From an optimization exercise on the open Yosys and OpenROAD flow, aimed at small area; shortcuts taken in it are not production practice. Only simulation tests tie the RTL to the original design; equivalence was not proved. Power and IR drop assume default switching activity.

File: flow/design.v
module execute(EXE_NPC, EXE_CSRFD, EXE_ALU1, EXE_ALU2, EXE_IR,
               EXE_V, EXE_RFD, MEM_NPC, MEM_ALU_RESULT, MEM_IR,
               MEM_SR2, MEM_SR1, MEM_V, MEM_CSRFD, MEM_RFD, clk, V_MEM_STALL, MEM_ECALL, EXE_ECALL, RESET,
               V_AGEX_BR_STALL, EXE_IR_OLD, V_AGEX_TRAP_STALL);
input clk;
input EXE_V;
input V_MEM_STALL;
input RESET;
input EXE_ECALL;
input [31:0] EXE_IR;
input [63:0] EXE_NPC, EXE_CSRFD, EXE_ALU1, EXE_ALU2;
input [63:0] EXE_RFD;
output reg MEM_ECALL;
output reg [31:0] MEM_IR;
output [31:0] EXE_IR_OLD;
output reg [63:0] MEM_NPC, MEM_ALU_RESULT, MEM_SR2, MEM_SR1,
                  MEM_CSRFD, MEM_RFD;
output reg MEM_V;
output V_AGEX_BR_STALL;
output V_AGEX_TRAP_STALL;
wire [6:0] op = EXE_IR[6:0];
wire [2:0] f3 = EXE_IR[14:12];
wire b30 = EXE_IR[30];
assign V_AGEX_BR_STALL = (op == 7'b1100011) | (op == 7'b1101111) | (op == 7'b1100111);
assign V_AGEX_TRAP_STALL = (EXE_IR[27:0] == 28'h0000073);
assign EXE_IR_OLD = EXE_IR;
wire load = EXE_V & ~V_MEM_STALL & ~RESET;
wire isLUI  = (op == 7'b0110111);
wire isAUI  = (op == 7'b0010111);
wire isPC   = (op == 7'b0000011) | (op == 7'b0100011) | (op == 7'b1101111) | (op == 7'b1100111);
wire isOPI  = (op == 7'b0010011);
wire isOP   = (op == 7'b0110011);
wire isOPIW = (op == 7'b0011011);
wire isOPW  = (op == 7'b0111011);
wire rr = isOPI | isOP;
wire ww = isOPIW | isOPW;
wire f0 = (f3 == 3'd0);
wire f1 = (f3 == 3'd1);
wire f5 = (f3 == 3'd5);
wire selAdd64 = isLUI | isAUI | isPC | (rr & f0);
wire selAddW  = ww & f0;
wire selLt    = rr & (f3[2:1] == 2'b01);
wire selXorOr = rr & ((f3 == 3'd4) | (f3 == 3'd6));
wire selAndOr = rr & ((f3 == 3'd7) | (f3 == 3'd6));
wire selR64   = rr & f5;
wire selL64   = rr & f1;
wire selRW    = ww & f5 & ~(isOPW & b30);
wire selLW    = ww & (f1 | (isOPW & f5 & b30));
wire upd      = selAdd64 | selAddW | selLt | selXorOr | selAndOr |
                selR64 | selL64 | selRW | selLW;
wire sub    = ((isOP | isOPW) & f0 & b30) | selLt;
wire ltSign = ~f3[0];
wire left   = selL64 | selLW;
wire arith  = isOPIW & f5 & b30;
wire word   = ww;
reg [63:0] orp;
integer i, l;
always @* begin
    orp = EXE_NPC;
    for (l = 0; l < 6; l = l + 1)
        for (i = 2; i < 64; i = i + 1)
            if (((i - 2) >> l) & 1)
                orp[i] = orp[i] | orp[((((i - 2) >> l) << l) - 1) + 2];
end
wire [63:0] npcm4;
assign npcm4[1:0] = EXE_NPC[1:0];
assign npcm4[2] = ~EXE_NPC[2];
genvar k;
generate for (k = 3; k < 64; k = k + 1) begin : g_dec
    assign npcm4[k] = ~(EXE_NPC[k] ^ orp[k-1]);
end endgenerate
wire useA1 = ~isPC & ~isLUI;
wire [63:0] A = ({64{isPC}} & npcm4) | ({64{useA1}} & EXE_ALU1);
wire [63:0] B = EXE_ALU2;
wire [63:0] Bx = B ^ {64{sub}};
wire [63:0] p0 = A ^ Bx;
wire [63:0] g0 = A & Bx;
reg [63:0] G, P;
always @* begin
    G = g0;
    P = p0;
    G[0] = g0[0] | (p0[0] & sub);
    for (l = 0; l < 6; l = l + 1)
        for (i = 0; i < 64; i = i + 1)
            if ((i >> l) & 1) begin
                G[i] = G[i] | (P[i] & G[((i >> l) << l) - 1]);
                P[i] = P[i] & P[((i >> l) << l) - 1];
            end
end
wire [63:0] carry = {G[62:0], sub};
wire [63:0] sum = p0 ^ carry;
wire cout = G[63];
wire ltu = ~cout;
wire lt = ltSign ? ((A[63] ^ B[63]) ? A[63] : ltu) : ltu;
wire [5:0] sh = {EXE_ALU2[5] & ~word, EXE_ALU2[4:0]};
wire [63:0] x;
generate for (k = 0; k < 64; k = k + 1) begin : g_sx
    if (k < 32) begin : lo
        assign x[k] = left ? A[63-k] : A[k];
    end else begin : hi
        assign x[k] = left ? A[63-k] : (arith ? A[31] : A[k]);
    end
end endgenerate
wire [63:0] r1 = sh[0] ? {1'b0,  x[63:1]}  : x;
wire [63:0] r2 = sh[1] ? {2'b0,  r1[63:2]} : r1;
wire [63:0] r3 = sh[2] ? {4'b0,  r2[63:4]} : r2;
wire [63:0] r4 = sh[3] ? {8'b0,  r3[63:8]} : r3;
wire [63:0] r5 = sh[4] ? {16'b0, r4[63:16]} : r4;
wire [63:0] R  = sh[5] ? {32'b0, r5[63:32]} : r5;
wire [63:0] Rrev;
generate for (k = 0; k < 64; k = k + 1) begin : g_rv
    assign Rrev[k] = R[63-k];
end endgenerate
wire gAdd64 = load & selAdd64;
wire gAddW  = load & selAddW;
wire gAddLo = gAdd64 | gAddW;
wire gLt    = load & selLt;
wire gXO    = load & selXorOr;
wire gAO    = load & selAndOr;
wire gR64   = load & selR64;
wire gL64   = load & selL64;
wire gRlo   = gR64 | (load & selRW);
wire gLlo   = gL64 | (load & selLW);
wire [63:0] res;
assign res[31:0] = ({32{gAddLo}} & sum[31:0]) | ({32{gXO}} & p0[31:0]) |
                   ({32{gAO}} & g0[31:0]) | ({32{gRlo}} & R[31:0]) |
                   ({32{gLlo}} & Rrev[31:0]) | {31'd0, gLt & lt};
assign res[63:32] = ({32{gAdd64}} & sum[63:32]) | ({32{gAddW & sum[31]}}) |
                    ({32{gXO}} & p0[63:32]) | ({32{gAO}} & g0[63:32]) |
                    ({32{gR64}} & R[63:32]) | ({32{gL64}} & Rrev[63:32]);
wire hold = load & ~upd;
wire c1 = load & (EXE_IR[13:12] == 2'b01);
wire c2 = load & (EXE_IR[13:12] == 2'b10);
wire [63:0] csr = ({64{c1 | c2}} & EXE_RFD) | ({64{c2}} & EXE_ALU1);
always @(posedge clk) begin
    MEM_NPC   <= {64{load}} & EXE_NPC;
    MEM_ECALL <= load & EXE_ECALL;
    MEM_IR    <= {32{load}} & EXE_IR;
    MEM_SR1   <= {64{load}} & EXE_ALU1;
    MEM_SR2   <= {64{load}} & EXE_ALU2;
    MEM_CSRFD <= {64{load}} & EXE_CSRFD;
    MEM_RFD   <= csr;
    MEM_V     <= load;
    MEM_ALU_RESULT <= res | ({64{hold}} & MEM_ALU_RESULT);
end
endmodule
File: flow/flow/abc_area.script
strash
&get -n
&st
&syn2
&dch
&nf -R 20 -p
&st
&syn2
&dch
&nf -R 20 -p
&st
&dch
&nf -R 20 -p
&put
File: flow/constraint.sdc
create_clock -name core_clock -period 8.5 [get_ports {clk}]
set_input_delay 1.7000 -clock core_clock [delete_from_list [all_inputs] [get_ports {clk}]]
set_output_delay 1.7000 -clock core_clock [all_outputs]
set_load 0.01 [all_outputs]
File: flow/standard.sh
#!/bin/bash
# synth_recipe.tcl (not shown) runs the flow's synth.tcl, then flattens the netlist and writes it again
# the make line also repeats each setting of config.mk as NAME=value (left out here)
make -C /OpenROAD-flow-scripts/flow DESIGN_CONFIG=/design/flow/config.mk WORK_HOME=/design/flow/orfs CLKGATE_MAP_FILE= SYNTH_SCRIPT=/design/flow/synth_recipe.tcl "${@:-finish}"
File: flow/flow/run.sh
#!/bin/bash
# The standard layout with these changes:
#  - synthesis maps with an area-oriented ABC script (flow/abc_area.script);
#    everything else in ORFS's scripts folder is used unchanged (copied);
#  - buffers that ABC inserted are removed at floorplan (REMOVE_ABC_BUFFERS);
#  - port buffers use sky130_fd_sc_hd__buf_1 instead of clkdlybuf4s50_1;
set -euo pipefail
cd "$(dirname "${BASH_SOURCE[0]}")/.."
rm -rf scripts_local
cp -r "$FLOW_HOME/scripts" scripts_local
cp flow/abc_area.script scripts_local/abc_area.script
cat >> config.mk <<'EOC'
export BUFFER_PORTS_ARGS = -buffer_cell sky130_fd_sc_hd__buf_1
export REMOVE_ABC_BUFFERS = 1
export CTS_ARGS = -sink_clustering_enable -repair_clock_nets -dont_use_dummy_load -sink_clustering_size 16 -sink_clustering_max_diameter 100 -buf_list sky130_fd_sc_hd__clkbuf_8
EOC
bash standard.sh SCRIPTS_DIR="$PWD/scripts_local" finish > standard_make.log 2>&1
File: flow/config.mk
export PLATFORM = sky130hd
export DESIGN_NAME = execute
export DESIGN_NICKNAME = execute
export VERILOG_FILES = /design/flow/design.v
export SDC_FILE = /design/flow/constraint.sdc
export NUM_CORES = 4
export LEC_CHECK = 0
export ABC_AREA = 1
export CAP_MARGIN = 10
export CORE_AREA = 3 3 277 277
export CTS_BUF_LIST = sky130_fd_sc_hd__clkbuf_8
export CTS_CLUSTER_DIAMETER = 100
export CTS_CLUSTER_SIZE = 16
export DIE_AREA = 0 0 280 280
export GPL_TIMING_DRIVEN = 0
export SETUP_SLACK_MARGIN = 0.12
export SLEW_MARGIN = 10
export BUFFER_PORTS_ARGS = -buffer_cell sky130_fd_sc_hd__buf_1
export REMOVE_ABC_BUFFERS = 1
export CTS_ARGS = -sink_clustering_enable -repair_clock_nets -dont_use_dummy_load -sink_clustering_size 16 -sink_clustering_max_diameter 100 -buf_list sky130_fd_sc_hd__clkbuf_8
==> results.sh, run 1 <==
export IMPL_status="no timing/DRC/antenna violations"
export IMPL_slew_viol_final=0
export IMPL_dp_hpwl_mm=93.8
export IMPL_max_cap_violations=0
export IMPL_layout_common_cells="buf_1, dfxtp_1, and2_0"
export IMPL_setup_viol=0
export IMPL_syn_avg_cell_area_um2=8.45
export IMPL_slew_headroom=0.120
export IMPL_nets=3846
export IMPL_grtUsageTotal=0.278
export IMPL_synth_ff_type="dfxtp_1"
export IMPL_overflow=0
export IMPL_finalCritPeriodShare=0.978
export IMPL_postRouteAntennaNets=0
export IMPL_first_pass_iters=8
export IMPL_vias_per_cell=5.42
export IMPL_grt_pass1_vias=21600
export IMPL_root_buffer="clkbuf_8"
export IMPL_dpl_cell_area_um2=26200
export IMPL_fp_dieArea_um2=78400
export IMPL_fin_worst_skew_ns=0
export IMPL_htreeDepth=2
export IMPL_worstSetupStartpointType="input pin"
export IMPL_port_buffers=808
export IMPL_synthArstFlopShare=0
export IMPL_yosys_warnings=1
export IMPL_clockBufferDepth=3
export IMPL_rsz0062_at_grt="false"
export IMPL_fin_hold_ws_ns=0.493
export IMPL_wl_mm=117
export IMPL_nFillCells=7799
export IMPL_netlist_area_um2=21400
export IMPL_io_pins=809
export IMPL_reg2reg_slack_ns=7.19
export IMPL_crit_path_end_kind="register"
export IMPL_clk_latency_ns=0.65
export IMPL_core_area_um2=73700
export IMPL_finalSetupTns_ns=0
export IMPL_ys_ff_latch=418
export IMPL_netlist_area_leader_share=0.391
export IMPL_antenna_found_initial=26
export IMPL_peakVddDrop_mv=0.113
export IMPL_crit_arrival_ns=8.85
export IMPL_power_w=0.00408
export IMPL_clk_pin_slew_ns=0.12
export IMPL_rows=99
export IMPL_vias=23800
export IMPL_drt_iter0_markers=2854
export IMPL_dieHeight_um=280
export IMPL_p_per_area_nw_per_um2=150
export IMPL_wire_per_inst_um=26.6
export IMPL_yosysTopAreaCell="dfxtp_1"
export IMPL_synth_edf_count=0
export IMPL_ys_types=61
export IMPL_drc=0
export IMPL_layout_min_cycle_time_ns=8.31
export IMPL_max_freq_mhz=120
export IMPL_power_leakage_nw=10.1
export IMPL_start_util=0.291
export IMPL_clock_sinks=418
export IMPL_gp_congestion=1.00
export IMPL_critPathMaxFanout=6
export IMPL_numCtsBuffers=36
export IMPL_dieWidth_um=280
export IMPL_hold_viol_final=0
export IMPL_worstPathRequired_ns=9.03
export IMPL_drive_above_1_share=0.0489
export IMPL_seq_area_frac_synth=0.391
export IMPL_final_area_um2=27100
export IMPL_area_growth_pct=26.7
export IMPL_grt_first_pass_wirelength_mm=158
export IMPL_crit_type="input pin to register"
export IMPL_cts_tree="built"
export IMPL_synth_area_leaders="dfxtp_1, and2_0, o21ai_0, a21oi_1, nand2_1"
export IMPL_grt_start_max_net_pins=120
export IMPL_tightest_slew_ns=1.32
export IMPL_final_common_cell="buf_1"
export IMPL_fin_util=0.368
export IMPL_synthCells=2535
export IMPL_worstHoldPathType="register to register"
-- kinds of logic (layout without fill, tap and decap cells) --
family / Yosys count / in the layout / synth area share
buffers and inverters: 86 / 963 / 0.0207
adder cells (fa/ha/maj): 75 / 75 / 0.0456
multiplexers: 77 / 77 / 0.0369
XOR/XNOR: 110 / 110 / 0.0450
other: 0 / 10 / 0
AND/OR/NAND/NOR: 977 / 977 / 0.227
AO/OA/AOI/OAI: 792 / 792 / 0.235
flip-flops: 418 / 418 / 0.391
-- state kept, by name, summed over array words and instances, names as in the netlist --
name,flops
MEM_ALU_RESULT,64
MEM_CSRFD,64
MEM_NPC,64
MEM_RFD,64
MEM_SR1,64
MEM_SR2,64
MEM_IR,32
MEM_ECALL,1
MEM_V,1
-- area by class of cell --
| class | count | area (µm²) | share of cell area |
|---|---|---|---|
| tap | 959 | 1200 | 0.0442 |
| antenna | 10 | 25.0 | 0.000922 |
| multi-input combinational | 2031 | 13000 | 0.477 |
| sequential | 418 | 8370 | 0.308 |
| clock buffer | 36 | 495 | 0.0183 |
| timing repair buffer | 873 | 3890 | 0.143 |
| inverter | 54 | 208 | 0.00765 |
-- power by group --
part,leakage (nW),internal (W),switching [W]
combinational,6.41,0.000308,0.000667
clock,0.259,0.000380,0.000708
sequential,3.40,0.00200,0.0000145
total,10.1,0.00269,0.00139
-- Yosys cell counts, types with 11 or more instances --
cell type,count
a211oi_1,13
dfxtp_1,418
o21a_1,31
nand4_1,14
or3_1,14
a22oi_1,20
a22o_1,84
nor4_1,17
o31ai_1,13
nand2_1,266
nand3_1,35
clkinv_1,54
and2_0,290
nor2b_1,26
a222oi_1,30
o221ai_1,11
xnor2_1,88
a21o_1,19
ha_1,70
nor3_1,51
mux2i_1,62
o21ai_0,247
xor2_1,22
nor2_1,220
buf_4,32
a21oi_1,230
o22ai_1,11
mux2_1,15
-- worst max-delay path: stages --
cell and delay [ns]:
buf_1 0.11, clkinv_1 0.07, ha_1 0.20, or3b_4 0.40, or4b_4 0.55, nor4b_4 0.26, buf_4 0.18, nor4b_4 0.34
nand4_1 0.15, buf_4 0.21, buf_4 0.13, nor4_4 0.13, buf_4 0.20, nand3_1 0.20, or4_1 0.51, xor2_1 0.17
o21ai_1 0.55, nor2_1 0.11, nor2_1 0.11, a21oi_1 0.05, o21ai_0 0.39, mux2i_1 0.28, o21ai_0 0.45, mux2i_1 0.25
o311ai_0 0.87, a21oi_1 0.14, o21ai_0 0.15
-- per-stage QoR --
step                cells  worst slack (ns)
floorplan            2503             -2.01
CTS                  4362             0.212
finish               4381             0.186
global route         4374            0.0654
detailed placement   4315             -2.65
global placement     4270             -9.80
-- layer usage --
layer,vias to the layer above,GRT usage,share of wire
li1,10900,-,-
met1,11300,0.379,0.43
met2,1344,0.421,0.43
met3,185,0.0790,0.11
met4,12,0.0920,0.035
met5,-,0,0.00067
-- final timing paths --
path                      startpoint            endpoint  depth (start not counted)
setup / recovery          EXE_NPC[2]  MEM_ALU_RESULT[44]                         27
hold / removal    MEM_ALU_RESULT[28]  MEM_ALU_RESULT[28]                          2
setup reg to reg  MEM_ALU_RESULT[15]  MEM_ALU_RESULT[15]                          2
hold reg to reg   MEM_ALU_RESULT[28]  MEM_ALU_RESULT[28]                          2
-- repair_timing --
| action | 4_1_cts | 5_1_grt |
|---|---|---|
| hold buffers | 0 | 0 |
| hold endpoints to repair | 0 | 0 |
| setup endpoints to repair | 64 | 40 |
| resized for setup | 36 | 32 |
| setup buffers | 11 | 8 |
| pin swaps | 7 | 9 |
==> inputs of run 2 (changes only) <==
==> flow/flow/abc_area.script (replaced) <==
strash
&get -n
&st
&syn2
&dch
&nf -R 20
&st
&syn2
&dch
&nf -R 20
&st
&dch
&nf -R 20
&put
==> run 2 against run 1 <==
Against the previous run:
- clock skew unchanged
- worst hold slack better by 0.0085 ns
- still clean on timing, DRC and antenna
- largest power group unchanged
- via count decreased by 2.1%
- count of clock-buffer cells in the layout decreased by 2
- cell area up 1.3%
- critical path type unchanged
==> results.sh, run 2 <==
export IMPL_seq_area_frac_synth=0.391
export IMPL_yosysTopAreaCell="dfxtp_1"
export IMPL_synth_common_cells="dfxtp_1, and2_0, nand2_1"
export IMPL_drt_iter0_markers=2510
export IMPL_status="no timing/DRC/antenna violations"
export IMPL_crit_arrival_ns=8.57
export IMPL_start_util=0.291
export IMPL_rsz0062_at_grt="true"
export IMPL_rows=99
export IMPL_crit_path_end_kind="register"
export IMPL_gp_congestion=1.02
export IMPL_wire_per_inst_um=25.7
export IMPL_setup_viol=0
export IMPL_synthCells=2546
export IMPL_antenna_found_initial=11
export IMPL_p_per_area_nw_per_um2=148
export IMPL_power_w=0.00406
export IMPL_fp_dieArea_um2=78400
export IMPL_vias_per_cell=5.29
export IMPL_fin_util=0.373
export IMPL_grt_pass1_vias=21700
export IMPL_worstHoldPathType="register to register"
export IMPL_hold_viol_final=0
export IMPL_max_freq_mhz=123
export IMPL_ys_types=62
export IMPL_worstPathRequired_ns=8.92
export IMPL_synth_edf_count=0
export IMPL_yosys_warnings=1
export IMPL_numCtsBuffers=34
export IMPL_cp_slowest_cell="a21oi_1"
export IMPL_fin_hold_ws_ns=0.501
export IMPL_clk_pin_slew_ns=0.09
export IMPL_nFillCells=7823
export IMPL_postRouteAntennaNets=0
export IMPL_dieHeight_um=280
export IMPL_root_buffer="clkbuf_8"
export IMPL_multi_input_area_um2=13200
export IMPL_critPathMaxFanout=7
export IMPL_fin_worst_skew_ns=0
export IMPL_nets=3866
export IMPL_slowest_delay_ns=0.75
export IMPL_syn_avg_cell_area_um2=8.42
export IMPL_synth_area_leaders="dfxtp_1, and2_0, a21oi_1, o21ai_0, nand2_1"
export IMPL_drc=0
export IMPL_synth_ff_type="dfxtp_1"
export IMPL_netlist_area_um2=21400
export IMPL_wl_mm=113
export IMPL_power_leakage_nw=10.2
export IMPL_layout_common_cells="buf_1, dfxtp_1, and2_0"
export IMPL_port_buffers=808
export IMPL_grt_first_pass_wirelength_mm=156
export IMPL_crit_type="input pin to register"
export IMPL_holdBufCountCts=0
export IMPL_clock_sinks=418
export IMPL_core_area_um2=73700
export IMPL_clk_latency_ns=0.63
export IMPL_grtUsageTotal=0.271
export IMPL_slew_viol_final=0
export IMPL_ys_ff_latch=418
export IMPL_slew_headroom=0.110
export IMPL_io_pins=809
export IMPL_final_seq_area_um2=8370
export IMPL_area_growth_pct=28.3
export IMPL_grt_start_max_net_pins=145
export IMPL_clockBufferDepth=3
export IMPL_drive_above_1_share=0.0624
export IMPL_htreeDepth=2
export IMPL_synth_most_common_cell="dfxtp_1"
export IMPL_cp_top_family="simple AND/OR/NAND/NOR gates"
export IMPL_final_common_cell="buf_1"
export IMPL_cts_tree="built"
export IMPL_finalCritPeriodShare=0.959
export IMPL_critPathBufInv=5
export IMPL_vias=23300
export IMPL_dp_hpwl_mm=92.0
export IMPL_dieWidth_um=280
export IMPL_timing_critical_path_mode_cell="o21ai_0"
export IMPL_first_pass_iters=9
export IMPL_layout_min_cycle_time_ns=8.15
export IMPL_tightest_slew_ns=1.33
export IMPL_synthArstFlopShare=0
export IMPL_peakVddDrop_mv=0.102
export IMPL_reg2reg_slack_ns=7.12
export IMPL_netlist_area_leader_share=0.391
export IMPL_max_cap_violations=0
export IMPL_worstSetupStartpointType="input pin"
export IMPL_overflow=0
## run 2: changes by cell type in the layout (fill, tap and decap cells not counted), sizes merged, moves of 6 or more
cell,delta
a21oi,+18
and3,+6
buf,+7
diode,-7
nand2,-8
nor2,+33
o21ai,-22
## run 2: cells by family after synthesis
group	Yosys count	share of synthesized area
flip-flops	418	0.391
XOR/XNOR	112	0.0458
AO/OA/AOI/OAI	796	0.237
AND/OR/NAND/NOR	988	0.226
adder cells (fa/ha/maj)	75	0.0455
multiplexers	72	0.0343
buffers and inverters	85	0.0205
## run 2: per-stage QoR
stage          setup WS (ns)  setup TNS (ns)  instances  instance area, µm²
4_1_cts                0.122               0       4372               27100
6_report               0.347               0       4394               27500
5_1_grt               0.0475               0       4392               27500
3_3_place_gp           -9.06        -1695.45       4281               25400
2_1_floorplan          -2.25          -95.16       2514               21200
3_5_place_dp           -2.95         -153.29       4328               26300
## run 2: metal layers
metal  GRT usage  share of wire  vias to the layer above
met4       0.135          0.055                        8
met5           0        0.00035                        -
met1       0.334           0.40                    11000
li1            -              -                    11000
met3      0.0545          0.077                      214
met2       0.448           0.47                     1112
## run 2: cell type report
cell class,instances,share of cell area
sequential,418,0.304
timing repair buffer,884,0.147
antenna,3,0.000273
tap,959,0.0437
clock buffer,34,0.0170
inverter,53,0.00769
multi-input combinational,2043,0.480
## run 2: report_power, final
group          switching, W  total [W]  internal, W
clock              0.000680    0.00104     0.000361
sequential        0.0000139    0.00202      0.00200
combinational      0.000677    0.00100     0.000324
## run 2: worst reg2reg max path, stage by stage, from the launching register on
cell and delay [ns]:
dfxtp_1 0.36, a222oi_1 0.32, o311ai_0 0.24, a221o_1 0.36
## run 2: worst paths after layout
| kind | cells past startpoint | startpoint | end |
|---|---|---|---|
| setup / recovery | 27 | EXE_NPC[2] | MEM_ALU_RESULT[58] |
| hold / removal | 2 | MEM_ALU_RESULT[28] | MEM_ALU_RESULT[28] |
| setup reg to reg | 3 | MEM_ALU_RESULT[52] | MEM_ALU_RESULT[52] |
| hold reg to reg | 2 | MEM_ALU_RESULT[28] | MEM_ALU_RESULT[28] |
## run 2: timing repair
action                                  CTS  global route
gates resized for setup                  60            72
endpoints found under the setup margin   64            56
pin swaps                                 5            28
setup buffers                            10            19
endpoints found under the hold margin     0             0
==> inputs of run 3 (changes only) <==
==> flow/flow/abc_area.script (replaced) <==
strash
&get -n
&st
&syn2
&dch
&nf -R 20 -p -F 8 -A 4
&st
&syn2
&dch
&nf -R 20 -p -F 8 -A 4
&st
&dch
&nf -R 20 -p -F 8 -A 4
&put
==> run 3 against run 2 <==
Against the previous run:
- highest routed layer unchanged
- critical endpoint is now MEM_ALU_RESULT[1]
- still clean
- global-route usage up 0.48 points
- synthesized area down 0.22%
- worst setup slack worse by 0.14 ns
==> results.sh, run 3 <==
export IMPL_status="no timing/DRC/antenna violations"
export IMPL_grt_pass1_vias=21800
export IMPL_fin_worst_skew_ns=0
export IMPL_antenna_found_initial=22
export IMPL_fp_dieArea_um2=78400
export IMPL_finalCritPeriodShare=0.975
export IMPL_setup_viol=0
export IMPL_finish_cell_count_without_fillers=4385
export IMPL_grt_first_pass_wirelength_mm=157
export IMPL_critPathMaxFanout=6
export IMPL_postRouteAntennaNets=0
export IMPL_crit_path_end="MEM_ALU_RESULT[1]"
export IMPL_rows=99
export IMPL_seq_area_frac_synth=0.391
export IMPL_dieWidth_um=280
export IMPL_clk_pin_slew_ns=0.11
export IMPL_worstPathRequired_ns=9.03
export IMPL_final_common_cell="buf_1"
export IMPL_overflow=0
export IMPL_drt_iter0_markers=2386
export IMPL_drc=0
export IMPL_crit_start="EXE_NPC[3]"
export IMPL_vias=23700
export IMPL_nets=3849
export IMPL_synth_edf_count=0
export IMPL_vias_per_cell=5.40
export IMPL_root_buffer="clkbuf_8"
export IMPL_finalSetupTns_ns=0
export IMPL_holdBufCountCts=0
export IMPL_fin_ws_ns=0.209
export IMPL_htreeDepth=2
export IMPL_wl_mm=115
export IMPL_synth_ff_type="dfxtp_1"
export IMPL_synth_common_cells="dfxtp_1, and2_0, o21ai_0"
export IMPL_dp_slack_ns=-2.81
export IMPL_numCtsBuffers=36
export IMPL_crit_arrival_ns=8.83
export IMPL_r2r_end="MEM_ALU_RESULT[56]"
export IMPL_port_buffers=808
export IMPL_clockBufferDepth=3
export IMPL_dp_hpwl_mm=93.5
export IMPL_worst_r2r_startpoint="MEM_ALU_RESULT[56]"
export IMPL_crit_cells=30
export IMPL_numPlacedInstances=4313
export IMPL_netlist_area_um2=21400
export IMPL_syn_avg_cell_area_um2=8.49
export IMPL_crit_path_end_kind="register"
export IMPL_slowest_delay_ns=0.72
export IMPL_timing_critical_path_mode_cell="buf_4"
export IMPL_dpl_cell_area_um2=26300
export IMPL_wire_per_inst_um=26.2
export IMPL_dieHeight_um=280
export IMPL_top_usage_layer="met2"
export IMPL_start_util=0.290
export IMPL_clk_latency_ns=0.62
export IMPL_grt_start_max_net_pins=60
export IMPL_synthCells=2519
export IMPL_core_area_um2=73700
export IMPL_io_pins=809
export IMPL_synthArstFlopShare=0
export IMPL_area_growth_pct=27.7
export IMPL_peakVddDrop_mv=0.120
export IMPL_layout_min_cycle_time_ns=8.29
export IMPL_tightest_slew_ns=1.30
export IMPL_reg2regPathDepth=4
export IMPL_cp_slowest_cell="o21ai_0"
export IMPL_worstHoldPathType="register to register"
export IMPL_final_area_um2=27300
export IMPL_fin_hold_ws_ns=0.500
export IMPL_grtUsageTotal=0.275
export IMPL_ys_types=64
export IMPL_clock_sinks=418
export IMPL_max_freq_mhz=121
export IMPL_slew_headroom=0.124
export IMPL_first_pass_iters=6
export IMPL_max_cap_violations=0
export IMPL_crit_type="input pin to register"
export IMPL_cts_tree="built"
export IMPL_netlist_area_leader_share=0.391
export IMPL_hold_viol_final=0
export IMPL_use_met2=0.409
export IMPL_p_per_area_nw_per_um2=149
export IMPL_gp_congestion=1.03
export IMPL_slew_viol_final=0
export IMPL_yosys_warnings=1
export IMPL_cp_top_family="compound AO/OA/AOI/OAI gates"
export IMPL_use_met3=0.0926
export IMPL_worstSetupStartpointType="input pin"
export IMPL_met1_usage=0.371
export IMPL_rsz0062_at_grt="false"
export IMPL_power_leakage_nw=10.1
export IMPL_ys_ff_latch=418
export IMPL_reg2reg_slack_ns=7.17
export IMPL_synth_area_leaders="dfxtp_1, and2_0, o21ai_0, a21oi_1, nand2_1"
export IMPL_drive_above_1_share=0.0574
export IMPL_synth_most_common_cell="dfxtp_1"
export IMPL_yosysTopAreaCell="dfxtp_1"
export IMPL_critPathBufInv=8
export IMPL_layout_common_cells="buf_1, dfxtp_1, and2_0"
==> run 3: final cells by class <==
type / count / area, µm²
antenna: 11 / 27.5
clock buffer: 36 / 495
fill: 7819 / 46400
inverter: 58 / 218
multi-input combinational: 2011 / 13000
sequential: 418 / 8370
tap: 959 / 1200
timing repair buffer: 892 / 4030
==> run 3: per-stage QoR <==
stage,util,total power (W)
2_1_floorplan,-,0.00254
3_3_place_gp,0.344,0.00297
3_5_place_dp,0.357,0.00298
4_1_cts,0.367,0.00408
5_1_grt,0.370,0.00424
6_report,0.371,0.00407
==> run 3: kinds of logic (layout without fill, tap and decap cells) <==
family	Yosys count	in the layout	synth area share
and+or+nand+nor	945	945	0.222
AOI/OAI and AO/OA	806	806	0.238
DFF	418	418	0.391
xor gates and xnor gates	109	109	0.0447
buffers and inverters	90	986	0.0214
muxes	76	76	0.0365
adders and majority gates	75	75	0.0456
other	0	11	0
==> run 3: worst min path at each step <==
stage / startpoint / end / slack, ns / cells past startpoint
detailed placement: MEM_ALU_RESULT[18] / MEM_ALU_RESULT[18] / 0.48 / 2
CTS: MEM_ALU_RESULT[18] / MEM_ALU_RESULT[18] / 0.51 / 2
global placement: MEM_ALU_RESULT[18] / MEM_ALU_RESULT[18] / 0.47 / 2
floorplan: MEM_ALU_RESULT[37] / MEM_ALU_RESULT[37] / 0.52 / 2
finish: MEM_ALU_RESULT[18] / MEM_ALU_RESULT[18] / 0.50 / 2
global route: MEM_ALU_RESULT[18] / MEM_ALU_RESULT[18] / 0.53 / 2
==> run 3: worst min-delay path: stages, from the launching register on <==
cell and delay [ns]:
dfxtp_1 0.34, a2111oi_0 0.08, o21ai_0 0.06
==> run 3: metal layers <==
metal  wire, µm  share of wire
met5         41        0.00036
met4       4550          0.040
met3      13800           0.12
met2      48400           0.42
met1      47900           0.42
==> run 3: where the power goes <==
group / switching [W] / internal [W]
logic: 0.000658 / 0.000313
registers: 0.0000140 / 0.00200
clock network: 0.000699 / 0.000381
==> run 3: repair_timing <==
action,4_1_cts,5_1_grt
pin swaps,5,12
resized for setup,38,48
buffers inserted,10,15
setup endpoints to repair,64,44
endpoints found under the hold margin,0,0
==> inputs of run 4 (changes only) <==
==> flow/flow/abc_area.script (replaced) <==
strash
&get -n
&st
&syn2
&dch
&nf -R 20 -p
&st
&syn2
&dch
&nf -R 20 -p
&st
&dch
&nf -R 20 -p
&put
--- a/flow/config.mk
+++ b/flow/config.mk
@@ -14,3 +14,3 @@
 export DIE_AREA = 0 0 280 280
-export GPL_TIMING_DRIVEN = 0
+export GPL_TIMING_DRIVEN = 1
 export SETUP_SLACK_MARGIN = 0.12
==> run 4 against run 3 <==
Against the previous run:
- still clean on timing, DRC and antenna
- combinational power is 12% higher
- global-route usage is 0.99 points higher
- clock power hardly changed
- clock skew stayed put
- first-iteration DRC count is 24% higher
- sequential cell count stayed put
- die area stayed put
- non-clock buffer count is 187 higher
- sequential power hardly changed
- synthesized cell count is 0.64% higher
- worst hold slack worse by 0.0017 ns
- count of clock-buffer cells in the layout is 1 lower
==> results.sh, run 4 <==
export IMPL_status="no timing/DRC/antenna violations"
export IMPL_slew_viol_final=0
export IMPL_finalSetupTns_ns=0
export IMPL_timing_critical_path_mode_cell="buf_4"
export IMPL_worst_r2r_startpoint="MEM_ALU_RESULT[58]"
export IMPL_critPathBufInv=5
export IMPL_seq_area_frac_synth=0.391
export IMPL_yosysTopAreaCell="dfxtp_1"
export IMPL_core_area_um2=73700
export IMPL_reg2reg_slack_ns=7.21
export IMPL_cp_top_family="compound AO/OA/AOI/OAI gates"
export IMPL_grtUsageTotal=0.285
export IMPL_p_per_area_nw_per_um2=149
export IMPL_drc=0
export IMPL_rows=99
export IMPL_clockBufferDepth=3
export IMPL_cp_slowest_cell="or4b_4"
export IMPL_worstPathRequired_ns=9.03
export IMPL_root_buffer="clkbuf_8"
export IMPL_grt_first_pass_wirelength_mm=164
export IMPL_clk_latency_ns=0.62
export IMPL_synth_edf_count=0
export IMPL_critPathMaxFanout=4
export IMPL_power_leakage_nw=10.8
export IMPL_rsz0062_at_grt="false"
export IMPL_clk_pin_slew_ns=0.11
export IMPL_crit_path_end_kind="register"
export IMPL_finalCritPeriodShare=0.933
export IMPL_start_util=0.291
export IMPL_drt_iter0_markers=2962
export IMPL_htreeDepth=2
export IMPL_setup_viol=0
export IMPL_gp_congestion=1.06
export IMPL_wire_per_inst_um=25.9
export IMPL_crit_arrival_ns=8.47
export IMPL_netlist_area_leader_share=0.391
export IMPL_tightest_slew_ns=1.10
export IMPL_worstSetupStartpointType="input pin"
export IMPL_vias=24500
export IMPL_peakVddDrop_mv=0.110
export IMPL_drive_above_1_share=0.0929
export IMPL_synth_most_common_cell="dfxtp_1"
export IMPL_nets=4051
export IMPL_syn_avg_cell_area_um2=8.45
export IMPL_layout_min_cycle_time_ns=7.93
export IMPL_vias_per_cell=5.35
export IMPL_dieHeight_um=280
export IMPL_synth_area_leaders="dfxtp_1, and2_0, o21ai_0, a21oi_1, nand2_1"
export IMPL_r2r_end="MEM_ALU_RESULT[58]"
export IMPL_cts_tree="built"
export IMPL_synthArstFlopShare=0
export IMPL_first_pass_iters=6
export IMPL_synthCells=2535
export IMPL_ys_types=61
export IMPL_worstHoldPathType="register to register"
export IMPL_antenna_found_initial=21
export IMPL_dpl_cell_area_um2=27500
export IMPL_crit_type="input pin to register"
export IMPL_netlist_area_um2=21400
export IMPL_synth_ff_type="dfxtp_1"
export IMPL_final_common_cell="buf_1"
export IMPL_postRouteAntennaNets=0
export IMPL_final_area_um2=28100
export IMPL_yosys_warnings=1
export IMPL_fp_dieArea_um2=78400
export IMPL_synth_common_cells="dfxtp_1, and2_0, nand2_1"
export IMPL_dieWidth_um=280
export IMPL_max_freq_mhz=126
export IMPL_min_delay_start="MEM_ALU_RESULT[28]"
export IMPL_reg2regPathDepth=4
export IMPL_max_cap_violations=0
export IMPL_layout_common_cells="buf_1, dfxtp_1, and2_0"
export IMPL_slew_headroom=0.263
export IMPL_clock_sinks=418
export IMPL_numCtsBuffers=35
export IMPL_grt_pass1_vias=22900
export IMPL_whs_path_depth=2
export IMPL_io_pins=809
export IMPL_fin_worst_skew_ns=0
export IMPL_area_growth_pct=31.2
export IMPL_ys_ff_latch=418
export IMPL_hold_viol_final=0
export IMPL_wl_mm=119
export IMPL_overflow=0
export IMPL_hold_end="MEM_ALU_RESULT[28]"
export IMPL_grt_start_max_net_pins=200
export IMPL_dp_hpwl_mm=95.1
export IMPL_port_buffers=808
export IMPL_slowest_delay_ns=0.53
[run 4: worst reg2reg max path: stages (launching register included)]
cell	delay, ns
dfxtp_1	0.35
a222oi_1	0.31
nand2_1	0.13
a21oi_1	0.13
o311ai_0	0.19
[run 4: cell type report]
cell class / instances / area, µm²
Fill cell: 7860 / 45600
Multi-Input combinational cell: 2031 / 12700
Sequential cell: 418 / 8370
Timing Repair Buffer: 1079 / 5080
Tap cell: 959 / 1200
Clock buffer: 35 / 482
Inverter: 54 / 210
Antenna cell: 9 / 22.5
[run 4: through the flow]
stage | std cells | hold WS [ns] | total power [W] | util | setup slack (ns)
after global placement | 4540 | 0.468 | 0.00312 | 0.373 | -0.268
after global routing | 4577 | 0.518 | 0.00435 | 0.381 | 0.163
after floorplan | 2503 | 0.516 | 0.00254 | - | -2.01
after detailed placement | 4540 | 0.477 | 0.00311 | 0.373 | -0.417
final | 4585 | 0.498 | 0.00419 | 0.381 | 0.568
after CTS | 4575 | 0.502 | 0.00419 | 0.380 | 0.199
[run 4: worst max path at each step]
stage,start,end,depth (start not counted)
2_1_floorplan,EXE_IR[3],MEM_ALU_RESULT[0],26
3_3_place_gp,EXE_NPC[2],MEM_ALU_RESULT[63],35
3_5_place_dp,EXE_NPC[2],MEM_ALU_RESULT[63],32
4_1_cts,EXE_NPC[2],MEM_ALU_RESULT[63],32
5_1_grt,EXE_NPC[2],MEM_ALU_RESULT[55],32
6_report,EXE_NPC[2],MEM_ALU_RESULT[63],32
[run 4: timing repair]
| action | in CTS | in global routing |
|---|---|---|
| setup buffers | 0 | 1 |
| endpoints found under the setup margin | 0 | 19 |
| hold buffers | 0 | 0 |
| resized for setup | 0 | 14 |
[run 4: cell families (layout without fill, tap and decap cells)]
family | after synthesis | in the layout | share of synthesized area
and+or+nand+nor | 977 | 977 | 0.227
AOI/OAI and AO/OA | 792 | 792 | 0.235
DFF | 418 | 418 | 0.391
xor gates and xnor gates | 110 | 110 | 0.0450
buffers and inverters | 86 | 1168 | 0.0207
muxes | 77 | 77 | 0.0369
adders and majority gates | 75 | 75 | 0.0456
other | 0 | 9 | 0
[run 4: where the power goes]
part / switching [W] / internal [W] / leakage (nW)
clock network: 0.000705 / 0.000371 / 0.252
registers: 0.0000146 / 0.00200 / 3.40
logic: 0.000692 / 0.000399 / 7.20
[run 4: layer usage]
metal / wire (µm) / part of all wire / track usage
met5: 51 / 0.00043 / 0
met4: 3880 / 0.033 / 0.0888
met2: 50500 / 0.42 / 0.426
met1: 50300 / 0.42 / 0.391
met3: 14200 / 0.12 / 0.0904
==> inputs of run 5 (changes only) <==
--- a/flow/flow/run.sh
+++ b/flow/flow/run.sh
@@ -14,3 +14,3 @@
 export REMOVE_ABC_BUFFERS = 1
-export CTS_ARGS = -sink_clustering_enable -repair_clock_nets -dont_use_dummy_load -sink_clustering_size 16 -sink_clustering_max_diameter 100 -buf_list sky130_fd_sc_hd__clkbuf_8
+export CTS_ARGS = -sink_clustering_enable -repair_clock_nets -dont_use_dummy_load -sink_clustering_size 8 -sink_clustering_max_diameter 60 -buf_list sky130_fd_sc_hd__clkbuf_4
 EOC
==> flow/config.mk (replaced) <==
export PLATFORM = sky130hd
export DESIGN_NAME = execute
export DESIGN_NICKNAME = execute
export VERILOG_FILES = /design/flow/design.v
export SDC_FILE = /design/flow/constraint.sdc
export NUM_CORES = 4
export LEC_CHECK = 0
export ABC_AREA = 1
export CAP_MARGIN = 10
export CORE_AREA = 3 3 277 277
export CTS_BUF_LIST = sky130_fd_sc_hd__clkbuf_4
export CTS_CLUSTER_DIAMETER = 60
export CTS_CLUSTER_SIZE = 8
export DIE_AREA = 0 0 280 280
export GPL_TIMING_DRIVEN = 0
export SETUP_SLACK_MARGIN = 0.2
export SLEW_MARGIN = 10
export BUFFER_PORTS_ARGS = -buffer_cell sky130_fd_sc_hd__buf_1
export REMOVE_ABC_BUFFERS = 1
export CTS_ARGS = -sink_clustering_enable -repair_clock_nets -dont_use_dummy_load -sink_clustering_size 8 -sink_clustering_max_diameter 60 -buf_list sky130_fd_sc_hd__clkbuf_4
==> run 5 against run 4 <==
Against the previous run:
- via count is 2.2% lower
- cell count is 3.6% lower
- register-to-register slack worse by 0.03 ns
- critical endpoint is now MEM_ALU_RESULT[44]
- still clean
- die area stayed put
- sequential power hardly changed
- global-route usage is 0.56 points lower
- combinational power is 11% lower
==> results.sh, run 5 <==
export IMPL_grtUsageTotal=0.280
export IMPL_grt_first_pass_wirelength_mm=159
export IMPL_fin_hold_ws_ns=0.495
export IMPL_postRouteAntennaNets=0
export IMPL_dieWidth_um=280
export IMPL_worstSetupStartpointType="input pin"
export IMPL_whs_path_depth=2
export IMPL_crit_type="input pin to register"
export IMPL_power_leakage_nw=10.1
export IMPL_final_area_um2=27200
export IMPL_slew_viol_final=0
export IMPL_rows=99
export IMPL_fp_dieArea_um2=78400
export IMPL_synthCells=2535
export IMPL_final_common_cell="buf_1"
export IMPL_layout_min_cycle_time_ns=8.14
export IMPL_nets=3882
export IMPL_top_usage_layer="met2"
export IMPL_slew_headroom=0.116
export IMPL_core_area_um2=73700
export IMPL_synth_edf_count=0
export IMPL_grt_pass1_vias=21900
export IMPL_use_met2=0.421
export IMPL_netlist_area_leader_share=0.391
export IMPL_synth_area_leaders="dfxtp_1, and2_0, o21ai_0, a21oi_1, nand2_1"
export IMPL_slowest_delay_ns=0.81
export IMPL_dpl_cell_area_um2=26200
export IMPL_wl_mm=117
export IMPL_cts_tree="built"
export IMPL_dp_slack_ns=-2.65
export IMPL_worstHoldPathType="register to register"
export IMPL_fin_ws_ns=0.362
export IMPL_synth_ff_type="dfxtp_1"
export IMPL_gp_congestion=1.00
export IMPL_area_growth_pct=26.9
export IMPL_numCtsBuffers=69
export IMPL_vias=24000
export IMPL_wire_per_inst_um=26.4
export IMPL_layout_common_cells="buf_1, dfxtp_1, and2_0"
export IMPL_yosysTopAreaCell="dfxtp_1"
export IMPL_crit_arrival_ns=8.84
export IMPL_antenna_found_initial=28
export IMPL_clockBufferDepth=3
export IMPL_reg2regPathDepth=4
export IMPL_syn_avg_cell_area_um2=8.45
export IMPL_status="no timing/DRC/antenna violations"
export IMPL_met1_usage=0.380
export IMPL_ys_types=61
export IMPL_drc=0
export IMPL_first_pass_iters=8
export IMPL_max_freq_mhz=123
export IMPL_max_cap_violations=0
export IMPL_fin_worst_skew_ns=0
export IMPL_tightest_slew_ns=1.32
export IMPL_pwr_share_comb=0.238
export IMPL_htreeDepth=3
export IMPL_peakVddDrop_mv=0.0815
export IMPL_hold_viol_final=0
export IMPL_synthArstFlopShare=0
export IMPL_dp_hpwl_mm=93.8
export IMPL_fin_util=0.369
export IMPL_yosys_warnings=1
export IMPL_use_met3=0.0818
export IMPL_clk_latency_ns=0.81
export IMPL_netlist_area_um2=21400
export IMPL_finalCritPeriodShare=0.957
export IMPL_critPathBufInv=5
export IMPL_p_sw_w=0.00142
export IMPL_swShare=0.346
export IMPL_dieHeight_um=280
export IMPL_start_util=0.291
export IMPL_port_buffers=808
export IMPL_seq_power_share=0.492
export IMPL_clk_pin_slew_ns=0.11
export IMPL_vias_per_cell=5.42
export IMPL_synth_most_common_cell="dfxtp_1"
export IMPL_setup_viol=0
export IMPL_critPathMaxFanout=6
export IMPL_grt_start_max_net_pins=120
export IMPL_seq_area_frac_synth=0.391
export IMPL_cp_slowest_cell="o311ai_0"
export IMPL_crit_cells=26
export IMPL_intPower_w=0.00269
export IMPL_io_pins=809
export IMPL_ys_ff_latch=418
export IMPL_overflow=0
export IMPL_drive_above_1_share=0.0568
export IMPL_crit_path_end_kind="register"
export IMPL_p_clk_frac=0.270
export IMPL_p_per_area_nw_per_um2=151
export IMPL_drt_iter0_markers=2845
export IMPL_synth_common_cells="dfxtp_1, and2_0, nand2_1"
export IMPL_clock_sinks=418
export IMPL_cp_top_family="simple AND/OR/NAND/NOR gates"
export IMPL_worstPathRequired_ns=9.20
export IMPL_rsz0062_at_grt="true"
export IMPL_root_buffer="clkbuf_4"
[run 5: cell counts after synthesis]
No cell type changed its count.
[run 5: kinds of logic (layout without fill, tap and decap cells)]
group,after synthesis,in the layout,share of synthesized area
flops,418,418,0.391
fa+ha+maj,75,75,0.0456
buf+inv,86,999,0.0207
mux,77,77,0.0369
xor+xnor,110,110,0.0450
compound gates,792,792,0.235
other cells,0,15,0
simple gates,977,977,0.227
[run 5: power groups by stage]
stage	sequential (W)	combinational [W]	clock, W
6_report	0.00202	0.000975	0.00111
2_1_floorplan	0.00209	0.000451	0
3_3_place_gp	0.00206	0.000916	0
4_1_cts	0.00202	0.000935	0.00114
3_5_place_dp	0.00206	0.000917	0
5_1_grt	0.00202	0.00104	0.00122
[run 5: routing by layer]
metal	up-vias	wire [µm]
met4	14	4650
met5	-	101
li1	11000	-
met2	1393	49900
met3	237	12300
met1	11300	49900
[run 5: repair_timing]
item | CTS | global route
hold buffers | 0 | 0
gates resized for setup | 33 | 28
pin swaps | 5 | 8
endpoints found under the setup margin | 64 | 49
buffers inserted | 8 | 14
[run 5: final timing paths]
path,from,end,slack [ns]
worst max-delay path,EXE_NPC[2],MEM_ALU_RESULT[44],0.36
worst min-delay path,MEM_ALU_RESULT[28],MEM_ALU_RESULT[28],0.50
worst min register to register,MEM_ALU_RESULT[28],MEM_ALU_RESULT[28],0.50
worst max register to register,MEM_ALU_RESULT[44],MEM_ALU_RESULT[44],7.18
[run 5: worst reg2reg max path, stage by stage (launching register included)]
cell	delay, ns
dfxtp_1	0.32
a222oi_1	0.31
o311ai_0	0.23
a21oi_1	0.16
o21ai_0	0.14
[run 5: layout make-up]
class / instances / area [µm²]
fillers: 7823 / 46500
multi-input cells: 2031 / 12900
diodes: 15 / 37.5
well taps: 959 / 1200
flip-flops and latches: 418 / 8370
clock buffers: 69 / 518
inverters: 54 / 208
repair buffers: 876 / 3930
[run 5: through the flow]
stage / std cells / power [W] / TNS (ns)
3_5_place_dp: 4315 / 0.00298 / -133.98
6_report: 4422 / 0.00410 / 0
2_1_floorplan: 2503 / 0.00254 / -85.90
3_3_place_gp: 4270 / 0.00298 / -1741.28
4_1_cts: 4392 / 0.00410 / 0
5_1_grt: 4411 / 0.00428 / 0
==> inputs of run 6 (changes only) <==
--- a/flow/flow/run.sh
+++ b/flow/flow/run.sh
@@ -14,3 +14,3 @@
 export REMOVE_ABC_BUFFERS = 1
-export CTS_ARGS = -sink_clustering_enable -repair_clock_nets -dont_use_dummy_load -sink_clustering_size 8 -sink_clustering_max_diameter 60 -buf_list sky130_fd_sc_hd__clkbuf_4
+export CTS_ARGS = -sink_clustering_enable -repair_clock_nets -dont_use_dummy_load -sink_clustering_size 8 -sink_clustering_max_diameter 60 -buf_list sky130_fd_sc_hd__clkbuf_8 -root_buf sky130_fd_sc_hd__clkbuf_8 -sink_clustering_buffer sky130_fd_sc_hd__clkbuf_4
 EOC
--- a/flow/config.mk
+++ b/flow/config.mk
@@ -10,3 +10,3 @@
 export CORE_AREA = 3 3 277 277
-export CTS_BUF_LIST = sky130_fd_sc_hd__clkbuf_4
+export CTS_BUF_LIST = sky130_fd_sc_hd__clkbuf_4 sky130_fd_sc_hd__clkbuf_8
 export CTS_CLUSTER_DIAMETER = 60
@@ -15,3 +15,3 @@
 export GPL_TIMING_DRIVEN = 0
-export SETUP_SLACK_MARGIN = 0.2
+export SETUP_SLACK_MARGIN = 0.12
 export SLEW_MARGIN = 10
@@ -19,2 +19,2 @@
 export REMOVE_ABC_BUFFERS = 1
-export CTS_ARGS = -sink_clustering_enable -repair_clock_nets -dont_use_dummy_load -sink_clustering_size 8 -sink_clustering_max_diameter 60 -buf_list sky130_fd_sc_hd__clkbuf_4
+export CTS_ARGS = -sink_clustering_enable -repair_clock_nets -dont_use_dummy_load -sink_clustering_size 8 -sink_clustering_max_diameter 60 -buf_list sky130_fd_sc_hd__clkbuf_8 -root_buf sky130_fd_sc_hd__clkbuf_8 -sink_clustering_buffer sky130_fd_sc_hd__clkbuf_4
==> run 6 against run 5 <==
Against the previous run:
- clock power rose by 5%
- global-route usage barely moved
- synthesized cell count did not move
- synthesized area did not move
- worst hold slack got worse by 0.0012 ns
- still clean on timing, DRC and antenna
- sequential cell count did not move
- clock skew did not move
- largest cell class unchanged
- utilization rose by 0.15 points
- maximum frequency fell by 1.5%
==> results.sh, run 6 <==
export IMPL_core_area_um2=73700
export IMPL_area_growth_pct=27.4
export IMPL_synth_common_cells="dfxtp_1, and2_0, nand2_1"
export IMPL_crit_type="input pin to register"
export IMPL_crit_arrival_ns=8.79
export IMPL_netlist_area_leader_share=0.391
export IMPL_syn_avg_cell_area_um2=8.45
export IMPL_overflow=0
export IMPL_netlist_area_um2=21400
export IMPL_start_util=0.291
export IMPL_drive_above_1_share=0.0606
export IMPL_worstHoldPathType="register to register"
export IMPL_wire_per_inst_um=26.4
export IMPL_critPathMaxFanout=6
export IMPL_drc=0
export IMPL_clk_pin_slew_ns=0.11
export IMPL_yosysTopAreaCell="dfxtp_1"
export IMPL_ys_ff_latch=418
export IMPL_cts_tree="built"
export IMPL_layout_min_cycle_time_ns=8.26
export IMPL_worstSetupStartpointType="input pin"
export IMPL_nets=3881
export IMPL_nFillCells=7816
export IMPL_grtUsageTotal=0.280
export IMPL_max_freq_mhz=121
export IMPL_htreeDepth=3
export IMPL_power_leakage_nw=10.2
export IMPL_drt_iter0_markers=2911
export IMPL_antenna_found_initial=27
export IMPL_dieHeight_um=280
export IMPL_clockBufferDepth=3
export IMPL_final_area_um2=27300
export IMPL_vias_per_cell=5.42
export IMPL_dieWidth_um=280
export IMPL_crit_path_end_kind="register"
export IMPL_port_buffers=808
export IMPL_grt_pass1_vias=22000
export IMPL_numCtsBuffers=69
export IMPL_yosys_warnings=1
export IMPL_layout_common_cells="buf_1, dfxtp_1, and2_0"
export IMPL_first_pass_iters=8
export IMPL_finalCritPeriodShare=0.972
export IMPL_hold_viol_final=0
export IMPL_dpl_cell_area_um2=26200
export IMPL_io_pins=809
export IMPL_grt_start_max_net_pins=120
export IMPL_clock_sinks=418
export IMPL_vias=24000
export IMPL_tightest_slew_ns=1.35
export IMPL_root_buffer="clkbuf_8"
export IMPL_synth_most_common_cell="dfxtp_1"
export IMPL_fin_util=0.370
export IMPL_peakVddDrop_mv=0.0821
export IMPL_numPlacedInstances=4315
export IMPL_dp_hpwl_mm=93.8
export IMPL_p_per_area_nw_per_um2=153
export IMPL_worstPathRequired_ns=9.03
export IMPL_rsz0062_at_grt="true"
export IMPL_postRouteAntennaNets=0
export IMPL_final_common_cell="buf_1"
export IMPL_synthCells=2535
export IMPL_status="no timing/DRC/antenna violations"
export IMPL_synthArstFlopShare=0
export IMPL_grt_first_pass_wirelength_mm=159
export IMPL_rows=99
export IMPL_synth_area_leaders="dfxtp_1, and2_0, o21ai_0, a21oi_1, nand2_1"
export IMPL_clk_latency_ns=0.62
export IMPL_synth_ff_type="dfxtp_1"
export IMPL_ys_types=61
export IMPL_holdBufCountCts=0
export IMPL_max_cap_violations=0
export IMPL_wl_mm=117
export IMPL_slew_headroom=0.100
export IMPL_fin_worst_skew_ns=0
export IMPL_fp_dieArea_um2=78400
export IMPL_slew_viol_final=0
export IMPL_fin_hold_ws_ns=0.494
export IMPL_setup_viol=0
export IMPL_synth_edf_count=0
export IMPL_finalSetupTns_ns=0
export IMPL_finish_cell_count_without_fillers=4422
export IMPL_seq_area_frac_synth=0.391
export IMPL_gp_congestion=1.00
run 6: cell counts after synthesis:
Identical to the previous run, type by type.
run 6: cell families (layout without fill, tap and decap cells):
kind of cell	after synthesis	count (layout)	share of synthesized area
DFF	418	418	0.391
muxes	77	77	0.0369
other	0	16	0
AOI/OAI and AO/OA	792	792	0.235
adders and majority gates	75	75	0.0456
buffers and inverters	86	998	0.0207
xor gates and xnor gates	110	110	0.0450
and+or+nand+nor	977	977	0.227
run 6: what timing repair did:
action	in CTS	in global routing
pin swaps	7	8
endpoints found under the setup margin	64	38
setup buffers	10	11
resized for setup	35	43
run 6: path summary, 6_finish.rpt:
check,depth (start not counted),slack (ns),start,to
worst min-delay path,2,0.49,MEM_ALU_RESULT[28],MEM_ALU_RESULT[28]
worst max-delay path,27,0.24,EXE_NPC[2],MEM_ALU_RESULT[44]
worst min register to register,2,0.49,MEM_ALU_RESULT[28],MEM_ALU_RESULT[28]
worst max register to register,3,7.21,MEM_ALU_RESULT[52],MEM_ALU_RESULT[52]
run 6: final cells by class:
class | instances | area, µm² | share of cell area
clock buffers | 69 | 574 | 0.0210
multi-input cells | 2031 | 13000 | 0.476
well taps | 959 | 1200 | 0.0440
diodes | 16 | 40.0 | 0.00147
flip-flops and latches | 418 | 8370 | 0.307
repair buffers | 875 | 3920 | 0.144
inverters | 54 | 208 | 0.00761
run 6: layer usage:
layer  vias to the layer above  routed length, µm  global-route usage
met1                     11300              49300               0.379
li1                      11000                  -                   -
met4                        12               4550               0.104
met3                       207              12900              0.0834
met5                         -                 87                   0
met2                      1416              50000               0.419
run 6: worst max-delay path, cell delays in order:
cell and delay, ns:
buf_1 0.12, clkinv_1 0.08, ha_1 0.19, or3b_1 0.39
or4b_4 0.55, nor4b_4 0.26, buf_4 0.17, nor4b_4 0.33
nand4_1 0.15, buf_4 0.21, buf_4 0.13, nor4_4 0.14
buf_4 0.20, nand3_1 0.19, or4_1 0.51, xor2_1 0.17
o21ai_1 0.53, nor2_1 0.10, nor2_1 0.11, a21oi_1 0.05
o21ai_0 0.39, mux2i_1 0.29, o21ai_0 0.46, mux2i_1 0.25
o311ai_0 0.81, a21oi_1 0.14, o21ai_0 0.15
run 6: through the flow:
step                setup slack [ns]  power [W]
floorplan                      -2.01    0.00254
global route                  0.0418    0.00434
finish                         0.237    0.00417
global placement               -9.80    0.00298
CTS                            0.136    0.00415
detailed placement             -2.65    0.00298
run 6: power breakdown:
part	switching, W	leakage, nW	internal [W]
clock	0.000744	0.341	0.000422
sequential	0.0000145	3.40	0.00200
combinational	0.000669	6.42	0.000311
==> inputs of run 7 (changes only) <==
--- a/flow/flow/run.sh
+++ b/flow/flow/run.sh
@@ -14,3 +14,3 @@
 export REMOVE_ABC_BUFFERS = 1
-export CTS_ARGS = -sink_clustering_enable -repair_clock_nets -dont_use_dummy_load -sink_clustering_size 8 -sink_clustering_max_diameter 60 -buf_list sky130_fd_sc_hd__clkbuf_8 -root_buf sky130_fd_sc_hd__clkbuf_8 -sink_clustering_buffer sky130_fd_sc_hd__clkbuf_4
+export CTS_ARGS = -sink_clustering_enable -repair_clock_nets -dont_use_dummy_load -sink_clustering_size 12 -sink_clustering_max_diameter 100 -buf_list sky130_fd_sc_hd__clkbuf_4 sky130_fd_sc_hd__clkbuf_8
 EOC
--- a/flow/config.mk
+++ b/flow/config.mk
@@ -11,4 +11,4 @@
 export CTS_BUF_LIST = sky130_fd_sc_hd__clkbuf_4 sky130_fd_sc_hd__clkbuf_8
-export CTS_CLUSTER_DIAMETER = 60
-export CTS_CLUSTER_SIZE = 8
+export CTS_CLUSTER_DIAMETER = 100
+export CTS_CLUSTER_SIZE = 12
 export DIE_AREA = 0 0 280 280
@@ -19,2 +19,2 @@
 export REMOVE_ABC_BUFFERS = 1
-export CTS_ARGS = -sink_clustering_enable -repair_clock_nets -dont_use_dummy_load -sink_clustering_size 8 -sink_clustering_max_diameter 60 -buf_list sky130_fd_sc_hd__clkbuf_8 -root_buf sky130_fd_sc_hd__clkbuf_8 -sink_clustering_buffer sky130_fd_sc_hd__clkbuf_4
+export CTS_ARGS = -sink_clustering_enable -repair_clock_nets -dont_use_dummy_load -sink_clustering_size 12 -sink_clustering_max_diameter 100 -buf_list sky130_fd_sc_hd__clkbuf_4 sky130_fd_sc_hd__clkbuf_8
==> run 7 against run 6 <==
Against the previous run:
- the run now fails in clock tree synthesis (4_1_cts)
- synthesized area did not move
- synthesized cell count did not move
==> results.sh, run 7 <==
export IMPL_ys_ff_latch=418
export IMPL_ys_types=61
export IMPL_synthCells=2535
export IMPL_port_buffers=808
export IMPL_netlist_area_leader_share=0.391
export IMPL_gp_congestion=1.00
export IMPL_yosys_warnings=1
export IMPL_dp_hpwl_mm=93.8
export IMPL_synth_edf_count=0
export IMPL_netlist_area_um2=21400
export IMPL_synthArstFlopShare=0
export IMPL_haltStage="clock tree synthesis (4_1_cts)"
export IMPL_seq_area_frac_synth=0.391
export IMPL_dpl_cell_area_um2=26200
export IMPL_status="did not finish"
export IMPL_io_pins=809
export IMPL_numPlacedInstances=4315
export IMPL_start_util=0.291
export IMPL_tool_error="[ERROR STA-0564] clock_tree_synthesis positional arguments not supported."
export IMPL_rows=99
export IMPL_synth_ff_type="dfxtp_1"
export IMPL_synth_common_cells="dfxtp_1, and2_0, nand2_1"
export IMPL_synth_area_leaders="dfxtp_1, and2_0, o21ai_0, a21oi_1, nand2_1"
export IMPL_dp_slack_ns=-2.65
export IMPL_syn_avg_cell_area_um2=8.45
export IMPL_yosysTopAreaCell="dfxtp_1"
export IMPL_synth_most_common_cell="dfxtp_1"
export IMPL_dieHeight_um=280
export IMPL_dieWidth_um=280
==> run 7: worst min path at each step <==
stage | cells past startpoint | end | slack (ns)
detailed placement | 2 | MEM_ALU_RESULT[28] | 0.47
global placement | 2 | MEM_ALU_RESULT[28] | 0.46
floorplan | 2 | MEM_ALU_RESULT[28] | 0.52
==> run 7: power groups by stage <==
stage / Clock [W] / Combinational [W] / Sequential (W)
after global placement: 0 / 0.000916 / 0.00206
after floorplan: 0 / 0.000451 / 0.00209
after detailed placement: 0 / 0.000917 / 0.00206
==> run 7: logic make-up after synthesis <==
family,Yosys count,synth area share
buffers and inverters,86,0.0207
xor gates and xnor gates,110,0.0450
muxes,77,0.0369
and+or+nand+nor,977,0.227
adders and majority gates,75,0.0456
DFF,418,0.391
AOI/OAI and AO/OA,792,0.235
==> run 7: per-stage QoR <==
stage,hold WS (ns),util
2_1_floorplan,0.516,-
3_3_place_gp,0.465,0.345
3_5_place_dp,0.469,0.356
==> inputs of run 8 (changes only) <==
--- a/flow/flow/run.sh
+++ b/flow/flow/run.sh
@@ -14,3 +14,3 @@
 export REMOVE_ABC_BUFFERS = 1
-export CTS_ARGS = -sink_clustering_enable -repair_clock_nets -dont_use_dummy_load -sink_clustering_size 12 -sink_clustering_max_diameter 100 -buf_list sky130_fd_sc_hd__clkbuf_4 sky130_fd_sc_hd__clkbuf_8
+export CTS_ARGS = -sink_clustering_enable -repair_clock_nets -dont_use_dummy_load -sink_clustering_size 12 -sink_clustering_max_diameter 100 -buf_list {sky130_fd_sc_hd__clkbuf_4 sky130_fd_sc_hd__clkbuf_8}
 EOC
--- a/flow/config.mk
+++ b/flow/config.mk
@@ -19,2 +19,2 @@
 export REMOVE_ABC_BUFFERS = 1
-export CTS_ARGS = -sink_clustering_enable -repair_clock_nets -dont_use_dummy_load -sink_clustering_size 12 -sink_clustering_max_diameter 100 -buf_list sky130_fd_sc_hd__clkbuf_4 sky130_fd_sc_hd__clkbuf_8
+export CTS_ARGS = -sink_clustering_enable -repair_clock_nets -dont_use_dummy_load -sink_clustering_size 12 -sink_clustering_max_diameter 100 -buf_list {sky130_fd_sc_hd__clkbuf_4 sky130_fd_sc_hd__clkbuf_8}
==> run 8 against run 7 <==
Against the previous run:
- the run now finishes clean
- synthesized cell count unchanged
- synthesized area unchanged
==> results.sh, run 8 <==
export IMPL_status="no timing/DRC/antenna violations"
export IMPL_gp_congestion=1.00
export IMPL_cts_tree="built"
export IMPL_clockBufferDepth=3
export IMPL_port_buffers=808
export IMPL_seq_area_frac_synth=0.391
export IMPL_reg2reg_slack_ns=7.19
export IMPL_synth_area_leaders="dfxtp_1, and2_0, o21ai_0, a21oi_1, nand2_1"
export IMPL_layout_min_cycle_time_ns=8.25
export IMPL_crit_start="EXE_NPC[2]"
export IMPL_dp_slack_ns=-2.65
export IMPL_nets=3853
export IMPL_grtUsageTotal=0.278
export IMPL_rsz0062_at_grt="false"
export IMPL_slew_viol_final=0
export IMPL_worstHoldPathType="register to register"
export IMPL_clk_pin_slew_ns=0.10
export IMPL_postRouteAntennaNets=0
export IMPL_whs_path_depth=2
export IMPL_tightest_slew_ns=1.32
export IMPL_yosys_warnings=1
export IMPL_grt_start_max_net_pins=120
export IMPL_drc=0
export IMPL_peakVddDrop_mv=0.102
export IMPL_multi_input_area_um2=13000
export IMPL_synth_edf_count=0
export IMPL_max_cap_violations=0
export IMPL_worst_r2r_startpoint="MEM_ALU_RESULT[52]"
export IMPL_finalSetupTns_ns=0
export IMPL_start_util=0.291
export IMPL_fin_worst_skew_ns=0
export IMPL_vias_per_cell=5.42
export IMPL_synthCells=2535
export IMPL_wl_mm=116
export IMPL_vias=23800
export IMPL_netlist_area_leader_share=0.391
export IMPL_synthArstFlopShare=0
export IMPL_worstSetupStartpointType="input pin"
export IMPL_antenna_found_initial=27
export IMPL_dpl_cell_area_um2=26200
export IMPL_critPathMaxFanout=6
export IMPL_clk_latency_ns=0.64
export IMPL_synth_most_common_cell="dfxtp_1"
export IMPL_synth_ff_type="dfxtp_1"
export IMPL_final_area_um2=27200
export IMPL_slowest_delay_ns=0.55
export IMPL_crit_path_end_kind="register"
export IMPL_fp_dieArea_um2=78400
export IMPL_timing_critical_path_mode_cell="buf_4"
export IMPL_fin_ws_ns=0.250
export IMPL_max_freq_mhz=121
export IMPL_yosysTopAreaCell="dfxtp_1"
export IMPL_final_common_cell="buf_1"
export IMPL_finalCritPeriodShare=0.971
export IMPL_syn_avg_cell_area_um2=8.45
export IMPL_io_pins=809
export IMPL_wire_per_inst_um=26.5
export IMPL_p_per_area_nw_per_um2=153
export IMPL_overflow=0
export IMPL_holdBufCountCts=0
export IMPL_dieWidth_um=280
export IMPL_drive_above_1_share=0.0515
export IMPL_setup_viol=0
export IMPL_netlist_area_um2=21400
export IMPL_r2r_end="MEM_ALU_RESULT[52]"
export IMPL_root_buffer="clkbuf_8"
export IMPL_grt_pass1_vias=21800
export IMPL_numCtsBuffers=43
export IMPL_power_leakage_nw=10.1
export IMPL_final_seq_area_um2=8370
export IMPL_crit_arrival_ns=8.81
export IMPL_area_growth_pct=27.2
export IMPL_power_w=0.00417
export IMPL_crit_path_end="MEM_ALU_RESULT[0]"
export IMPL_htreeDepth=2
export IMPL_reg2regPathDepth=3
export IMPL_hold_viol_final=0
export IMPL_layout_common_cells="buf_1, dfxtp_1, and2_0"
export IMPL_ys_ff_latch=418
export IMPL_cp_slowest_cell="or4b_4"
export IMPL_first_pass_iters=8
export IMPL_worstPathRequired_ns=9.06
export IMPL_grt_first_pass_wirelength_mm=158
export IMPL_nFillCells=7802
export IMPL_ys_types=61
export IMPL_crit_type="input pin to register"
export IMPL_dieHeight_um=280
export IMPL_rows=99
export IMPL_fin_util=0.370
export IMPL_clock_sinks=418
export IMPL_drt_iter0_markers=2652
export IMPL_dp_hpwl_mm=93.8
export IMPL_core_area_um2=73700
export IMPL_synth_common_cells="dfxtp_1, and2_0, nand2_1"
export IMPL_slew_headroom=0.120
run 8: cell counts after synthesis:
No cell type changed its count.
run 8: critical path: cells and delay by family:
kind,cells,cell delay (ns)
buffers and inverters,6,0.89
xor gates and xnor gates,1,0.17
and+or+nand+nor,12,2.64
adders and majority gates,2,0.46
AOI/OAI and AO/OA,13,2.95
run 8: worst min path at each step:
stage	slack, ns	start	to
2_1_floorplan	0.52	MEM_ALU_RESULT[28]	MEM_ALU_RESULT[28]
3_5_place_dp	0.47	MEM_ALU_RESULT[28]	MEM_ALU_RESULT[28]
3_3_place_gp	0.46	MEM_ALU_RESULT[28]	MEM_ALU_RESULT[28]
4_1_cts	0.49	MEM_ALU_RESULT[28]	MEM_ALU_RESULT[28]
6_report	0.49	MEM_ALU_RESULT[28]	MEM_ALU_RESULT[28]
5_1_grt	0.55	MEM_ALU_RESULT[29]	MEM_ALU_RESULT[29]
run 8: final cells by class:
type | count | share of cell area
multi-input cells | 2031 | 0.475
flip-flops and latches | 418 | 0.307
repair buffers | 873 | 0.143
well taps | 959 | 0.0440
clock buffers | 43 | 0.0217
inverters | 54 | 0.00762
diodes | 14 | 0.00129
run 8: power breakdown:
part           internal, W  total [W]  leakage (nW)  switching (W)
sequential         0.00200    0.00202          3.40      0.0000144
combinational     0.000308   0.000975          6.41       0.000667
clock             0.000451    0.00117         0.309       0.000724
total              0.00276    0.00417          10.1        0.00141
run 8: per-layer routing:
layer / global-route usage / vias to the layer above / routed length [µm]
li1: - / 10900 / -
met1: 0.376 / 11300 / 49300
met2: 0.421 / 1377 / 49900
met3: 0.0828 / 208 / 12900
met4: 0.0945 / 12 / 4300
met5: 0 / - / 78
run 8: cell families (layout without fill, tap and decap cells):
kind of cell / after synthesis / in the layout / synth area share
other: 0 / 14 / 0
AOI/OAI and AO/OA: 792 / 792 / 0.235
adders and majority gates: 75 / 75 / 0.0456
muxes: 77 / 77 / 0.0369
buffers and inverters: 86 / 970 / 0.0207
xor gates and xnor gates: 110 / 110 / 0.0450
and+or+nand+nor: 977 / 977 / 0.227
DFF: 418 / 418 / 0.391
run 8: repair_timing:
item / CTS / global route
setup endpoints to repair: 64 / 40
cloned: 0 / 0
resized for setup: 35 / 33
pin swaps: 7 / 11
setup buffers: 11 / 8
run 8: metrics by stage:
stage,std cells,hold WS [ns]
floorplan,2503,0.516
global placement,4270,0.465
detailed placement,4315,0.469
CTS,4369,0.490
global route,4381,0.551
finish,4392,0.491

-- what the ideal ports hide --
In the flow no input, the clock included, has a driving cell. The finished layouts below were timed again as built, in two steps.
Step 1 sets driving cells, clkbuf_16 on the clock port and buf_2 on the other inputs (assumed; they add their load-dependent delay and slew).
Step 2, shift: input delay + t, output delay - t, t = (earliest + latest rising clock arrival at the registers) / 2. This alone moves slack from input paths to output paths.
Slacks: ideal ports / drivers / drivers and shift; pairs: ideal ports / drivers.
run | shift t [ns] | slack for setup (ns)
run 1 | 0.693 | 0.186 / 0.211 / -0.482
run 2 | 0.672 | 0.347 / 0.358 / -0.314
run 3 | 0.685 | 0.209 / 0.225 / -0.460
run 4 | 0.673 | 0.568 / 0.605 / -0.068
run 5 | 0.879 | 0.362 / 0.387 / -0.493
run 6 | 0.704 | 0.237 / 0.265 / -0.439
run 8 | 0.684 | 0.250 / 0.276 / -0.409
Met with ideal ports but missed after step 2: setup timing in every run listed.
